Source: an optimization exercise on an open RTL-to-GDS flow (aim: a short achievable clock period and few clock cycles per item). Production flows keep margins and buffers that such runs may drop. In this exercise RTL edits were held to simulation tests only and were not proved equivalent to the original. Power and IR drop assume default switching activity.

`design/flow/config.mk`:
```
export PLATFORM = sky130hd
export DESIGN_NAME = top_cpu
export DESIGN_NICKNAME = top_cpu
export VERILOG_FILES = /design/flow/design.v
export SDC_FILE = /design/flow/constraint.sdc
export NUM_CORES = 4
export LEC_CHECK = 0
export CAP_MARGIN = 20
export CORE_MARGIN = 2
export CORE_UTILIZATION = 40
export SETUP_SLACK_MARGIN = 4
export SLEW_MARGIN = 20
```
`design/flow/constraint.sdc`:
```
create_clock -name core_clock -period 12.0 [get_ports {clk}]
set_input_delay 2.4000 -clock core_clock [delete_from_list [all_inputs] [get_ports {clk}]]
set_output_delay 2.4000 -clock core_clock [all_outputs]
set_load 0.01 [all_outputs]
```
`design/flow/design.v`:
```
module adder(
  input     [31:0]    operand1,
  input     [31:0]    operand2,
  output    [31:0]    out_data
);
  assign  out_data = operand1 + operand2;
endmodule
module mux(
  input   [31:0]    input1,
  input   [31:0]    input2,
  input             sel,
  output  [31:0]    out_data
);
  assign  out_data = (sel == 0) ? input1 : input2;
endmodule
module alu(
  input           [3:0]     alu_opr,
  input           [31:0]    operand1,
  input           [31:0]    operand2,
  output   reg    [31:0]    result,
  output   reg    [3:0]     flag
);
  localparam      ADD     = 4'b0000;
  localparam      SUB     = 4'b0001;
  localparam      AND     = 4'b0010;
  localparam      OR      = 4'b0011;
  localparam      XOR     = 4'b0100;
  localparam      SLL     = 4'b0101;
  localparam      SLT     = 4'b0110;
  localparam      SLTU    = 4'b0111;
  localparam      SRL     = 4'b1000;
  localparam      SRA     = 4'b1001;
  localparam      SUBU    = 4'b1010;
  reg           c_out;
  reg   [31:0]  temp;
  always @(*) begin
    c_out = 1'b0;
    temp  = 32'd0;
    case(alu_opr)
      ADD: begin
        result = operand1 + operand2;
      end
      SUB: begin
        {c_out, result} = {1'b0, operand1} + ~{1'b0, operand2} + 1'b1;
      end
      AND: begin
        result = operand1 & operand2; 
      end
      OR: begin
        result = operand1 | operand2; 
      end
      XOR: begin
        result = operand1 ^ operand2; 
      end
      SLL: begin
        result = operand1 << operand2[4:0]; 
      end
      SLT: begin
        if($signed(operand1) < $signed(operand2))begin
          result = 32'd1; 
        end
        else begin
          result = 32'd0; 
        end        
      end
      SLTU: begin
        if (operand1 < operand2) begin
          result = 32'd1; 
        end
        else begin
          result = 32'd0; 
        end    
      end
      SRL: begin
        result = operand1 >> operand2[4:0]; 
      end
      SRA: begin
        result = $signed(operand1) >>> operand2[4:0]; 
      end
      SUBU: begin
        result = operand1 - operand2;
      end
      default: begin
        result = operand1;
      end
    endcase
    flag = {result==32'b0, result[31], result[31]^result[30:0] == 31'b0, 1'b1};   
  end
endmodule
module alu_control(
  input       [2:0] alu_op,
  input       [3:0] func,
  output reg  [3:0] alu_operation
);
  localparam      R_TYPE       = 3'b000;
  localparam      I_TYPE_L     = 3'b100;
  localparam      I_TYPE_A     = 3'b001;
  localparam      S_TYPE       = 3'b010;
  localparam      SB_TYPE      = 3'b011;
  always @(*) begin
    alu_operation = 4'b0000;
    case(alu_op)
      R_TYPE: begin
        case(func)
          4'b0000: begin  
            alu_operation = 4'b0000;
          end
          4'b1000: begin  
            alu_operation = 4'b0001;
          end
          4'b0001: begin  
            alu_operation = 4'b0101;
          end
          4'b0010: begin  
            alu_operation = 4'b0110;
          end
          4'b0011: begin  
            alu_operation = 4'b0111;
          end
          4'b0100: begin  
            alu_operation = 4'b0100;
          end
          4'b0101: begin  
            alu_operation = 4'b1000;
          end
          4'b1101: begin  
            alu_operation = 4'b1001;
          end
          4'b0110: begin  
            alu_operation = 4'b0011;
          end
          4'b0111: begin   
            alu_operation = 4'b0010;
          end
        endcase
      end
      I_TYPE_L: begin
        case(func[2:0])
          3'b000: begin  
            alu_operation = 4'b0000;
          end
          3'b001: begin  
            alu_operation = 4'b0000;
          end
          3'b010: begin  
            alu_operation = 4'b0000;
          end
          3'b100: begin  
            alu_operation = 4'b0000;
          end
          3'b101: begin  
            alu_operation = 4'b0000;
          end
        endcase
      end
      I_TYPE_A: begin
        case(func[2:0])
          3'b000: begin  
            alu_operation = 4'b0000;
          end
          3'b010: begin  
            alu_operation = 4'b0110;
          end
          3'b011: begin  
            alu_operation = 4'b0111;
          end
          3'b100: begin  
            alu_operation = 4'b0100;
          end
          3'b110: begin  
            alu_operation = 4'b0011;
          end
          3'b111: begin  
            alu_operation = 4'b0010;
          end
          3'b001: begin  
            alu_operation = 4'b0101;
          end
          3'b101: begin
            if(func[3]) begin  
              alu_operation = 4'b1001;
            end
            else begin         
              alu_operation = 4'b1000;
            end
          end
        endcase
      end
      S_TYPE: begin
        case(func[2:0])
          3'b000: begin  
            alu_operation = 4'b0000;
          end
          3'b001: begin  
            alu_operation = 4'b0000;
          end
          3'b010: begin  
            alu_operation = 4'b0000;
          end
        endcase
      end
      SB_TYPE: begin
        case(func[2:0])
          3'b000: begin  
            alu_operation = 4'b0001;
          end
          3'b001: begin  
            alu_operation = 4'b0001;
          end
          3'b100: begin  
            alu_operation = 4'b0001;
          end
          3'b101: begin  
            alu_operation = 4'b0001;
          end
          3'b110: begin  
            alu_operation = 4'b1010;
          end
          3'b111: begin  
            alu_operation = 4'b1010;
          end
        endcase
      end
    endcase
  end
endmodule
module controller(
  input              [6:0]      opcode,
  output      reg               mem_to_reg,
  output      reg               mem_write,
  output      reg               mem_read,
  output      reg               alu_src,
  output      reg    [2:0]      alu_op,
  output      reg               reg_write,
  output      reg               branch
);
  localparam      R_TYPE       = 5'b01100;
  localparam      I_TYPE_L     = 5'b00000;
  localparam      I_TYPE_A     = 5'b00100;
  localparam      S_TYPE       = 5'b01000;
  localparam      SB_TYPE      = 5'b11000;
  always @(*) begin
    case(opcode[6:2])
      R_TYPE: begin
        mem_to_reg =  1'b0;
        mem_write  =  1'b0;
        mem_read   =  1'b0;
        alu_src    =  1'b0;
        alu_op     =  3'b000;
        reg_write  =  1'b1;
        branch     =  1'b0;
      end 
      I_TYPE_L: begin
        mem_to_reg =  1'b1;
        mem_write  =  1'b0;
        mem_read   =  1'b1;
        alu_src    =  1'b1;
        alu_op     =  3'b100;
        reg_write  =  1'b1;
        branch     =  1'b0;
      end
      I_TYPE_A: begin
        mem_to_reg =  1'b0;
        mem_write  =  1'b0;
        mem_read   =  1'b0;
        alu_src    =  1'b1;
        alu_op     =  3'b001;
        reg_write  =  1'b1;
        branch     =  1'b0;
      end
      S_TYPE: begin
        mem_to_reg =  1'b0;
        mem_write  =  1'b1;
        mem_read   =  1'b0;
        alu_src    =  1'b1;
        alu_op     =  3'b010;
        reg_write  =  1'b0;
        branch     =  1'b0;
      end
      SB_TYPE: begin
        mem_to_reg =  1'b0;
        mem_write  =  1'b0;
        mem_read   =  1'b0;
        alu_src    =  1'b0;
        alu_op     =  3'b011;
        reg_write  =  1'b0;
        branch     =  1'b1;
      end
      default: begin
        mem_to_reg =  1'b0;
        mem_write  =  1'b0;
        mem_read   =  1'b0;
        alu_src    =  1'b0;
        alu_op     =  3'b000;
        reg_write  =  1'b0;
        branch     =  1'b0;
      end
    endcase
  end
endmodule
module immediate_generator(
  input           [31:0]    instruction,
  output   reg    [31:0]    immediate   
);
  localparam      I_TYPE_L     = 5'b00000;
  localparam      I_TYPE_A     = 5'b00100;
  localparam      S_TYPE       = 5'b01000;
  localparam      SB_TYPE      = 5'b11000;
  always @(*) begin
    case(instruction[6:2]) 
      I_TYPE_L: begin
        immediate = {{20{instruction[31]}}, instruction[31:20]};
      end
      I_TYPE_A: begin
        immediate = {{20{instruction[31]}}, instruction[31:20]};
      end
      S_TYPE: begin
        immediate = {{20{instruction[31]}}, instruction[31:25], instruction[11:7]};
      end
      SB_TYPE: begin
        immediate = {{20{instruction[31]}}, instruction[7], instruction[30:25], instruction[11:8], 1'b0};
      end
      default: begin
        immediate = 32'b0;
      end
    endcase
  end
endmodule 
module program_counter(
  input                    clk,
  input                    rst,
  input                    mem_out_ready,
  input           [31:0]   next_pc,
  output    reg   [31:0]   pc 
);
  always @(posedge clk) begin
    if (rst) begin
      pc <= 32'b0;
    end
    else if (~mem_out_ready) begin
      pc <= pc;
    end
    else begin
      pc <= next_pc;
    end 
  end
endmodule
module register_array(
  input                 clk,
  input                 rst,
  input         [4:0]   rs1_sel,
  input         [4:0]   rs2_sel,
  input         [31:0]  wr_data,
  input         [4:0]   rd_sel,
  input                 wr_en,
  output  reg   [31:0]  rs1_data,
  output  reg   [31:0]  rs2_data
);
  reg   [31:0]    reg_array   [31:0];
  integer         count;  
  always @(posedge clk) begin
    if(rst) begin
      for(count=0; count<32; count = count +1) begin
        reg_array[count] 	<= 	32'b0;
      end 
    end
    else if(wr_en && rd_sel != 5'd0) begin
        reg_array[rd_sel] <= wr_data;
    end
    else begin
        reg_array[rd_sel] <= reg_array[rd_sel];
    end   
	end
  always @(*) begin
    rs1_data  = reg_array[rs1_sel];
    rs2_data  = reg_array[rs2_sel];
  end
endmodule
module width_sel(
    input               [2:0]     func,
    input               [31:0]    inp_word,
    output      reg     [31:0]    out_word
  );
  localparam      BYTE         = 3'b000;
  localparam      HALFWORD     = 3'b001;
  localparam      WORD         = 3'b010;
  localparam      BYTE_U       = 3'b100;
  localparam      HALFWORD_U   = 3'b101;
  reg signed [31:0] singed_word;
  reg signed [31:0] singed_byte;
  reg signed [31:0] singed_halfword;
  always @(*) begin
    singed_word = inp_word;
    singed_byte = (singed_word << 24) >>> 24;
    singed_halfword = (singed_word << 16) >>> 16;
    case(func)
      BYTE: begin
        out_word = singed_byte;
      end
      HALFWORD: begin
        out_word = singed_halfword;
      end
      WORD: begin
        out_word = inp_word;
      end
      BYTE_U: begin
        out_word = {24'b0, inp_word[7:0]};
      end
      HALFWORD_U: begin
        out_word = {16'b0, inp_word[15:0]};
      end
      default: begin
        out_word = inp_word;
      end
    endcase
  end 
endmodule
module branch_sel(
  input             branch,
  input   [3:0]     flag,
  input   [2:0]     func,
  input   [31:0]    operand1,
  input   [31:0]    operand2,
  output  reg       en_branch
);
  localparam      BEQ     = 3'b000;
  localparam      BNE     = 3'b001;
  localparam      BLT     = 3'b100;
  localparam      BGE     = 3'b101;
  localparam      BLTU    = 3'b110;
  localparam      BGEU    = 3'b111;
  always @(*) begin
    en_branch = 1'b0;
    if (branch) begin
      case(func)
        BEQ:  en_branch = flag[3];
        BNE:  en_branch = ~flag[3];
        BLT:  en_branch = ($signed(operand1) <  $signed(operand2));
        BGE:  en_branch = ($signed(operand1) >= $signed(operand2));
        BLTU: en_branch = (operand1 <  operand2);
        BGEU: en_branch = (operand1 >= operand2);
        default: en_branch = 1'b0;
      endcase
    end
  end
endmodule
module top_cpu#(
  parameter ADDR_WIDTH       = 32,
  parameter DATA_WIDTH       = 32
)(
  input                   clk,
  input                   rst,
  output [ADDR_WIDTH-1:0] imem_addr,
  input  [DATA_WIDTH-1:0] imem_rdata,
  output [ADDR_WIDTH-1:0] dmem_addr,
  output                  dmem_re,
  output                  dmem_we,
  output [DATA_WIDTH-1:0] dmem_wdata,
  input  [DATA_WIDTH-1:0] dmem_rdata,
  output                  retire_valid,
  output [ADDR_WIDTH-1:0] retire_pc,
  output                  retire_rd_we,
  output [4:0]            retire_rd,
  output [DATA_WIDTH-1:0] retire_rd_wdata
);
  wire [ADDR_WIDTH-1:0] next_address;
  wire [ADDR_WIDTH-1:0] pc;
  wire [ADDR_WIDTH-1:0] next_pc;
  wire                  out_ready;
  wire                  en_branch;
  wire [ADDR_WIDTH-1:0] branch_address;
  wire [DATA_WIDTH-1:0] immediate;
  wire [DATA_WIDTH-1:0] instruction;
  wire [3:0]            flag; 
  wire [3:0]            alu_operation;
  wire [DATA_WIDTH-1:0] alu_operand2;
  wire [DATA_WIDTH-1:0] alu_result;
  wire                  mem_to_reg;
  wire                  mem_write;
  wire                  mem_read;
  wire                  alu_src;             
  wire [2:0]            alu_op;        
  wire                  reg_write;
  wire                  branch;
  wire [DATA_WIDTH-1:0] read_data1;
  wire [DATA_WIDTH-1:0] read_data2;
  wire [DATA_WIDTH-1:0] WriteData;
  wire [DATA_WIDTH-1:0] StoreData;
  wire [DATA_WIDTH-1:0] write_data;
  wire [DATA_WIDTH-1:0] mem_read_data;
  wire [DATA_WIDTH-1:0] mem_read_data_width;
  wire [DATA_WIDTH-1:0] write_data_width;
  adder pc_adder(
    .operand1         (pc), 
    .operand2         (32'd4), 
    .out_data         (next_address)
    );
  assign imem_addr   = pc;
  assign instruction = imem_rdata;
  immediate_generator immediate_gen(
    .instruction      (instruction), 
    .immediate        (immediate)
    );
  controller controller(
    .opcode           (instruction[6:0]), 
    .mem_to_reg       (mem_to_reg), 
    .mem_write        (mem_write), 
    .mem_read         (mem_read), 
    .alu_src          (alu_src), 
    .alu_op           (alu_op), 
    .reg_write        (reg_write), 
    .branch           (branch)
  );
  alu_control alu_control(
    .alu_op           (alu_op), 
    .func             ({instruction[30], instruction[14:12]}), 
    .alu_operation    (alu_operation)
  );
  mux alu_mux(
    .input1           (read_data2), 
    .input2           (immediate), 
    .sel              (alu_src), 
    .out_data         (alu_operand2)
    );
  alu alu(
    .alu_opr          (alu_operation),
    .operand1         (read_data1), 
    .operand2         (alu_operand2), 
    .result           (alu_result), 
    .flag             (flag)
  );
  mux reg_mux(
    .input1           (alu_result), 
    .input2           (mem_read_data_width), 
    .sel              (mem_to_reg), 
    .out_data         (write_data)
    );
  register_array register_array(
    .clk              (clk), 
    .rst              (rst),
    .rs1_sel          (instruction[19:15]), 
    .rs2_sel          (instruction[24:20]),
    .wr_data          (write_data), 
    .rd_sel           (instruction[11:7]), 
    .wr_en            (reg_write), 
    .rs1_data         (read_data1), 
    .rs2_data         (read_data2)
  );
  branch_sel branch_sel(
    .branch           (branch),
    .flag             (flag),
    .func             (instruction[14:12]),
    .operand1         (read_data1),
    .operand2         (read_data2),
    .en_branch        (en_branch)
  ); 
  adder branch_adder(
    .operand1         (pc), 
    .operand2         (immediate), 
    .out_data         (branch_address)
    );
  mux pc_mux(
    .input1           (next_address), 
    .input2           (branch_address), 
    .sel              (en_branch), 
    .out_data         (next_pc)
    );
  program_counter PC(
    .clk              (clk), 
    .rst              (rst),
    .mem_out_ready    (1'b1), 
    .next_pc          (next_pc), 
    .pc               (pc)
  );
  width_sel mem_store_width_sel(
    .func             (instruction[14:12]), 
    .inp_word         (read_data2), 
    .out_word         (write_data_width)
  );
  assign dmem_addr     = alu_result;
  assign dmem_re       = mem_read;
  assign dmem_we       = mem_write;
  assign dmem_wdata    = write_data_width;
  assign mem_read_data = dmem_rdata;
  assign retire_valid    = ~rst;
  assign retire_pc       = pc;
  assign retire_rd_we    = reg_write & (instruction[11:7] != 5'd0);
  assign retire_rd       = instruction[11:7];
  assign retire_rd_wdata = write_data;
  width_sel mem_load_width_sel(
    .func             (instruction[14:12]), 
    .inp_word         (mem_read_data), 
    .out_word         (mem_read_data_width)
  );
endmodule
```
`design/flow/run.sh`:
```
#!/bin/bash
# synth_recipe.tcl (not shown) runs the flow's synth.tcl, then flattens the netlist and writes it again
# the make line also repeats each setting of config.mk as NAME=value (left out here)
make -C /OpenROAD-flow-scripts/flow DESIGN_CONFIG=/design/flow/config.mk WORK_HOME=/design/flow/orfs CLKGATE_MAP_FILE= SYNTH_SCRIPT=/design/flow/synth_recipe.tcl finish
```
==> key figures <==
STA
  • Unrepaired setup endpoints after global routing: yes
  • Fin crit share: 87.05%
  • Final hold violation count: 0
  • Fin. max-slew vios: 0
  • Top achievable clock speed: 95.73 MHz
  • Tightest Pin Transition: 1.172 ns
  • Hold slack: 0.5272 ns
  • Min Tclk post-route: 10.45 ns
  • Setup TNS: 0 ns
  • Setup Skew: 0.06943 ns
  • Worst rel slew slack: 21.60%
  • # setup viols final: 0

Synthesis
  • Adder-Cell Fraction of Synth Area: 2.886%
  • Yosys reg bits: 1056
  • EDFF count, synth: 1024
  • Share of the synthesized area in the top cell type: 45.64%
  • Multiplexer share of the synthesized area: 20.61%
  • Complex-gate fraction of the synthesized area: 11.19%
  • Synth Flop Type: edfxtp_1
  • Yosys top cell by area: edfxtp_1
  • Syn_area_per_cell: 10.91 um2
  • Main combinational cell family by area after synthesis: multiplexers
  • Post-Synthesis Cells: 6178
  • XOR/XNOR Fraction of Synth Area: 0.4940%
  • Syn. warnings: 8
  • Distinct cell type count after synthesis: 107
  • Seq/Total Area, Yosys: 46.59%
  • Post-Syn Area: 67380 um2
  • Top cells by area, synth: edfxtp_1, mux4_2, mux2i_1
  • Synth top cells by count: nor2_1, edfxtp_1, mux2i_1
  • Ys async rst share: 0%
  • Simple-gate area share of the yosys netlist: 13.24%
  • Count leader, synth: nor2_1

Finish
  • Layout cells sized above 1: 29.12%
  • NumNets Final: 6994
  • Area grow syn2layout: 27.27%
  • Final Util: 51.28%

Clock tree
  • CTS buffer count: 110
  • CTS clock-pin slew for the worst setup and hold paths: 0.06 ns
  • Root buffer cell: clkbuf_16
  • Clk buf depth: 3
  • Hold_buf cts: 0
  • CTS tree: yes
  • CTS Sinks: 1056
  • Clk latency of the worst-skew pair: 0.76 ns
  • CTS H-tree depth: 3

Floorplanning
  • Chip height: 414.4 um
  • I/O pins: 235
  • Site Rows: 150
  • Core Area: 167200 um2
  • Starting Density: 40.29%
  • Die area: 171700 um2
  • Die W: 414.4 um

Route
  • Final WL: 314000 um
  • Via count: 59730
  • First-pass DRT Iterations: 6
  • DRC errors left: 0
  • Starting DRC count in detailed routing: 8716
  • Antenna-violating nets left: 0
  • Vias per cell: 6.579
  • WL/cell: 34.59 um

Worst setup path
  • Worst Path Class, Setup: in -> out
  • Worst path required time: 9.60 ns
  • RR Startpoint: register_array.reg_array[0][8]$_SDFFCE_PN0P_
  • Worst path arrival time: 8.05 ns
  • Reg-to-Reg End: PC.pc[26]$_SDFF_PP0_
  • Startpoint Class: primary input
  • CP max FO: 11
  • Register-to-Register Path Depth: 40
  • FF-to-FF setup slack: 3.99 ns
  • Crit. End Element: output port

GRT
  • Total congestion overflow: 0
  • Largest net degree at the start of global routing: 57
  • GRT Util Overall: 35.20%
  • Initial antenna violation count: 12
  • Vias in the first global route: 57970
  • First-pass GRT wire length: 433300 um

Run
  • Max cap viols: 0

Power
  • Pwr dens: 150.6 nW/um2
  • Peak VDD IR: 0.1196 mV
  • Leakage power: 33.17 nW

Worst hold path
  • Hold path endpoint: PC.pc[0]$_SDFFE_PP0P_
  • Hold Path Class: reg -> reg
  • Worst hold stages: 2
  • Worst Min Path Start: PC.pc[0]$_SDFFE_PP0P_

Placement
  • Port bufs: 232
  • DP Wirelength: 195100 um
  • Final GP Congestion: 1.037

Status
  • Outcome: complete, no violations
==> cells by family after synthesis <==
logic type,count (synthesis)
buffers and inverters,756
xor gates and xnor gates,38
other,1
AOI/OAI and AO/OA,1123
DFF,1056
muxes,958
and+or+nand+nor,2091
adders and majority gates,155
==> sequential cells by signal, indices dropped and copies added, names as in the netlist <==
signal	count
register_array.reg_array	1024
PC.pc	32
==> what timing repair did <==
| action | in CTS | in global routing |
|---|---|---|
| endpoints found under the setup margin | 871 | 171 |
| gates cloned | 39 | 7 |
| pin swaps | 127 | 119 |
| gates resized for setup | 996 | 225 |
| setup buffers | 316 | 79 |
==> cells in the final DEF, fill, tap and decap left out, drive strengths merged, types with 21 or more instances in the layout <==
master / Yosys / final
nor2: 1227 / 1227
edfxtp: 1024 / 1024
buf: 210 / 858
mux2i: 591 / 591
nand2: 383 / 383
mux4: 341 / 341
a21oi: 293 / 293
a22oi: 223 / 223
o21ai: 163 / 163
inv: 160 / 160
nand3: 153 / 156
ha: 153 / 153
clkbuf: 385 / 142
clkdlybuf4s50: 0 / 133
nor3: 80 / 80
a211oi: 61 / 61
clkinv: 1 / 57
a21o: 51 / 51
nand4: 46 / 46
o211ai: 34 / 34
o22ai: 34 / 34
nor4: 33 / 33
dfxtp: 32 / 32
conb: 1 / 32
nor2b: 32 / 32
a31oi: 31 / 31
mux2: 26 / 26
o21bai: 25 / 25
and3: 23 / 23
xnor2: 22 / 22
o31ai: 21 / 21
==> worst max-delay path, stage by stage <==
cell             delay (ns)
clkdlybuf4s18_2        0.33
buf_8                  0.23
nor2_1                 0.37
nand3_1                0.32
o21ai_1                0.35
nor2_2                 0.10
inv_1                  0.21
ha_4                   0.19
a21oi_2                0.07
or4_4                  0.54
a21oi_4                0.25
o221ai_4               0.17
a211o_1                0.38
a21o_1                 0.25
a221oi_4               0.35
a211oi_2               0.15
buf_4                  0.16
buf_4                  0.13
xnor2_2                0.17
nor2_2                 0.06
a211oi_2               0.23
inv_2                  0.11
o21ai_4                0.17
buf_8                  0.18
inv_2                  0.05
buf_6                  0.11
==> routing by layer <==
metal	global-route usage, %	up-vias	routed length [um]
met5	0	-	92
met4	24.13	14	26950
met3	9.754	1203	38700
met2	55.19	4393	140800
met1	42.13	29760	107500
li1	-	24360	-
==> how the worst max path moves through the flow <==
stage               slack (ns)                  end            from  cells past startpoint
CTS                       1.68  retire_rd_wdata[30]  imem_rdata[20]                     25
finish                    1.55  retire_rd_wdata[29]  imem_rdata[19]                     26
detailed placement        0.22  retire_rd_wdata[28]  imem_rdata[15]                     25
global route              1.47  retire_rd_wdata[29]  imem_rdata[21]                     29
floorplan                 1.91  retire_rd_wdata[31]  imem_rdata[21]                     28
global placement          0.28  retire_rd_wdata[28]  imem_rdata[15]                     25
==> cell type report <==
type	count	area (um2)
Antenna cell	6	15.01
Clock buffer	127	2859
Clock inverter	79	755.7
Fill cell	14490	81480
Inverter	161	673.1
Multi-Input combinational cell	4401	36200
Sequential cell	1056	31390
Tap cell	2204	2758
Timing Repair Buffer	1044	11100
==> power breakdown <==
group | switching [mW] | leakage [nW] | internal, mW
logic | 3.19 | 20.6 | 2.01
clock network | 1.51 | 1.76 | 1.97
registers | 0.0725 | 10.8 | 4.17
==> metrics by stage <==
stage	setup slack, ns	area [um2]	total power, mW	instances
after floorplan	1.908	68820	6.539	6209
after global placement	0.2845	73870	8.245	8423
after detailed placement	0.2165	73870	8.260	8423
after CTS	1.683	84110	12.49	8984
after global routing	1.468	85740	13.24	9077
final	1.554	85750	12.92	9078
Testbench counts, summed over its fixed seeds: cycles 24,000, instrs 24,000.

afterwards: timing with drivers on the ports:
The flow's constraints put no driver on any port. The routed layout listed below was extracted and timed again, unchanged, in two steps. Step 1 sets driving cells, clkbuf_16 on the clock port and buf_2 on the other inputs (assumed; they add their load-dependent delay and slew). Step 2 also shifts input and output timing later by t, the mid clock arrival at the registers, as if the neighbouring blocks saw the same clock. a / b / c = no drivers / after step 1 / after step 2; a / b = the first two.
t (ns): 0.813
setup WS [ns]: 1.554 / 1.149 / 1.149
worst setup path after step 2: input to output
worst register clock-pin slew, ns: 0.07 / 0.07
After both steps setup and hold are still met in this run. The setup slack of this run moves by -0.405 ns with the drivers and by -0.405 ns with both steps.
